Source: an optimization exercise on an open RTL-to-GDS flow (aim: a short achievable clock period and few clock cycles per item). Production flows keep margins and buffers that such runs may drop.
Only simulation tests tie the RTL to the original design; equivalence was not proved.
Power is estimated from default activity; no workload was simulated.

== JK ==
==> flow/design.v <==
module repacketizer
  #( parameter MAXPACKET = 16,
     parameter DEST_PORT_NUMBER = 8'hdd,
     parameter SRC_PORT_NUMBER = 8'hee,
     parameter NAGLE_COUNTER = 16'h40 )
  ( CLK, RESET,
    dataFifoData, dataFifoDataEnable,
    sizeFifoData, sizeFifoDataEnable, sizeFifoDataEmpty,
    packetout, packetoutValid );
   input             CLK;
   input             RESET;
   input [7:0]       dataFifoData;
   output reg        dataFifoDataEnable;
   input [7:0]       sizeFifoData;
   output reg        sizeFifoDataEnable;
   input             sizeFifoDataEmpty;
   output [7:0]      packetout;
   output            packetoutValid;
   localparam [2:0] S_NEXT = 3'd0, S_PLAN = 3'd1, S_HDR = 3'd2,
                    S_DATA = 3'd3, S_WAIT = 3'd4;
   reg [7:0]  ns;           
   reg        nsv;          
   reg        ns_take;      
   reg [5:0]  ecnt;         
   reg [7:0]  din;          
   reg        dvalid;       
   reg [3:0]  dcnt;         
   reg [2:0]  state;
   reg [7:0]  rem;          
   reg [7:0]  totlen;
   reg [4:0]  pieceno;
   reg [7:0]  seqno;        
   reg [4:0]  used;         
   reg [3:0]  tl;           
   reg [15:0] wpos;         
   reg [7:0]  B [0:15];
   reg [7:0]  O [0:19];
   reg [19:0] V;
   reg        ld1, ld2, ld3;
   reg [7:0]  s1 [0:7];
   reg [7:0]  s2 [0:3];
   reg [7:0]  s3 [0:1];
   assign packetout = O[0];
   assign packetoutValid = V[0];
   wire       load = (state == S_WAIT) && !V[0];
   wire [3:0] space = 4'd12 - used[3:0];
   wire [3:0] tl_new = (rem[7:4] == 4'd0 && rem[3:0] < space) ? rem[3:0] : space;
   integer i;
   always @(*) begin
      ns_take = (state == S_NEXT) && (rem == 8'd0) && nsv;
   end
   always @(posedge CLK) begin
      if (RESET) begin
         sizeFifoDataEnable <= 1'b0;
         nsv <= 1'b0;
         ecnt <= 6'd0;
      end else begin
         sizeFifoDataEnable <= !sizeFifoDataEmpty && !sizeFifoDataEnable &&
                               (!nsv || ns_take);
         if (sizeFifoDataEnable)
           nsv <= 1'b1;
         else if (ns_take)
           nsv <= 1'b0;
         if (!sizeFifoDataEmpty)
           ecnt <= 6'd0;
         else if (!ecnt[5])
           ecnt <= ecnt + 6'd1;
      end
      if (sizeFifoDataEnable)
        ns <= sizeFifoData;
   end
   always @(posedge CLK) begin
      din <= dataFifoData;
      if (RESET) begin
         dataFifoDataEnable <= 1'b0;
         dvalid <= 1'b0;
         dcnt <= 4'd0;
      end else begin
         dvalid <= dataFifoDataEnable;
         if (state == S_PLAN) begin
            dataFifoDataEnable <= 1'b1;
            dcnt <= tl_new;
         end else if (dataFifoDataEnable) begin
            dataFifoDataEnable <= (dcnt != 4'd1);
            dcnt <= dcnt - 4'd1;
         end
      end
   end
   always @(posedge CLK) begin
      if (RESET) begin
         state <= S_NEXT;
         rem <= 8'd0;
         used <= 5'd0;
         seqno <= 8'd0;
         wpos <= 16'd1;
         for (i = 0; i < 16; i = i + 1) B[i] <= 8'd0;
      end else begin
         case (state)
           S_NEXT: begin
              if (rem != 8'd0) begin
                 state <= S_PLAN;
              end else if (nsv) begin
                 rem <= ns;
                 totlen <= ns;
                 pieceno <= 5'd0;
                 state <= S_PLAN;
              end else if (used != 5'd0 && ecnt[5] && !V[0]) begin
                 state <= S_WAIT;
              end
           end
           S_PLAN: begin
              tl <= tl_new;
              state <= S_HDR;
           end
           S_HDR: begin
              for (i = 0; i < 16; i = i + 1) begin
                 if (wpos[i]) B[i] <= totlen;
                 if (i >= 1 && wpos[(i+15)%16]) B[i] <= {4'd0, tl};
                 if (i >= 2 && wpos[(i+14)%16]) B[i] <= {3'd0, pieceno};
                 if (i >= 3 && wpos[(i+13)%16]) B[i] <= seqno;
              end
              wpos <= wpos << 4;
              used <= used + 5'd4 + {1'b0, tl};
              rem <= rem - {4'd0, tl};
              pieceno <= pieceno + 5'd1;
              state <= S_DATA;
           end
           S_DATA: begin
              if (dvalid) begin
                 for (i = 0; i < 16; i = i + 1)
                   if (wpos[i]) B[i] <= din;
                 wpos <= wpos << 1;
                 if (!dataFifoDataEnable)
                   state <= (used[4] || used[3:2] == 2'b11) ? S_WAIT : S_NEXT;
              end
           end
           S_WAIT: begin
              if (!V[0]) begin
                 for (i = 0; i < 16; i = i + 1) B[i] <= 8'd0;
                 wpos <= 16'd1;
                 used <= 5'd0;
                 seqno <= seqno + 8'd1;
                 state <= S_NEXT;
              end
           end
           default: state <= S_NEXT;
         endcase
      end
   end
   always @(posedge CLK) begin
      for (i = 0; i < 8; i = i + 1) s1[i] <= B[2*i] + B[2*i+1];
      for (i = 0; i < 4; i = i + 1) s2[i] <= s1[2*i] + s1[2*i+1];
      for (i = 0; i < 2; i = i + 1) s3[i] <= s2[2*i] + s2[2*i+1];
   end
   always @(posedge CLK) begin
      if (RESET) begin
         V <= 20'd0;
         ld1 <= 1'b0;
         ld2 <= 1'b0;
         ld3 <= 1'b0;
         for (i = 0; i < 20; i = i + 1) O[i] <= 8'd0;
      end else begin
         ld1 <= load;
         ld2 <= ld1;
         ld3 <= ld2;
         if (load) begin
            O[0] <= DEST_PORT_NUMBER;
            O[1] <= SRC_PORT_NUMBER;
            O[2] <= {3'd0, used};
            O[3] <= 8'd0;
            for (i = 0; i < 16; i = i + 1) O[4+i] <= B[i];
            for (i = 0; i < 20; i = i + 1) V[i] <= (i < used + 4);
         end else begin
            for (i = 0; i < 19; i = i + 1) O[i] <= O[i+1];
            O[19] <= 8'd0;
            if (ld3) O[0] <= s3[0] + s3[1];
            V <= {1'b0, V[19:1]};
         end
      end
   end
endmodule
clock: 5.0 ns
lec_check: 0
cap_margin: 20
core_margin: 10
core_utilization: 40
setup_slack_margin: 3.2
slew_margin: 20
run.sh (not shown) runs the stock make flow with config.mk's settings and CLKGATE_MAP_FILE= SYNTH_SCRIPT=/design/flow/synth_recipe.tcl, a recipe that flattens the netlist after the stock synthesis.
Testbench counts of JK, summed over its fixed seeds: cycles 104,017, bytes 56,698.
The inputs of MS differ from those of JK as listed below.
Settings: removing SETUP_SLACK_MARGIN (formerly 3.2).
[summary]
- Total leakage power, JK and MS, higher one = JK.
- Delta(share of total power in combinational logic, MS - JK) < 0
- Cell count: MS lower than JK
- Summary: with JK as the reference, via count in MS moved down by more than 10%.
- Sort JK and MS by critical path arrival desc -> top: MS
- On clock power: between JK and MS, it ends up higher for MS.

[separate check: timing with driven ports]
No port has a modelled driver above. Below, the same layouts with a new extraction and two added sets of constraints.
Step 1 sets driving cells, clkbuf_16 on the clock port and buf_2 on the other inputs (assumed; they add their load-dependent delay and slew).
Step 2, shift: input delay + t, output delay - t, t = (earliest + latest rising clock arrival at the registers) / 2. This alone moves slack from input paths to output paths.
Three values: ideal, step 1, step 2; two values: the first two.
run | t (ns) | setup slack, ns | hold slack, ns | worst slew at a driven data input, ns
JK | 0.667 | 2.892 / 2.833 / 2.465 | 0.426 / 0.426 / 0.426 | 0.18
MS | 0.675 | 1.949 / 1.949 / 1.631 | 0.421 / 0.421 / 0.421 | 0.05
After both steps every run listed still meets setup and hold. For JK, which loses most, drivers alone change the setup slack by -0.059 ns; drivers and shift together by -0.427 ns.
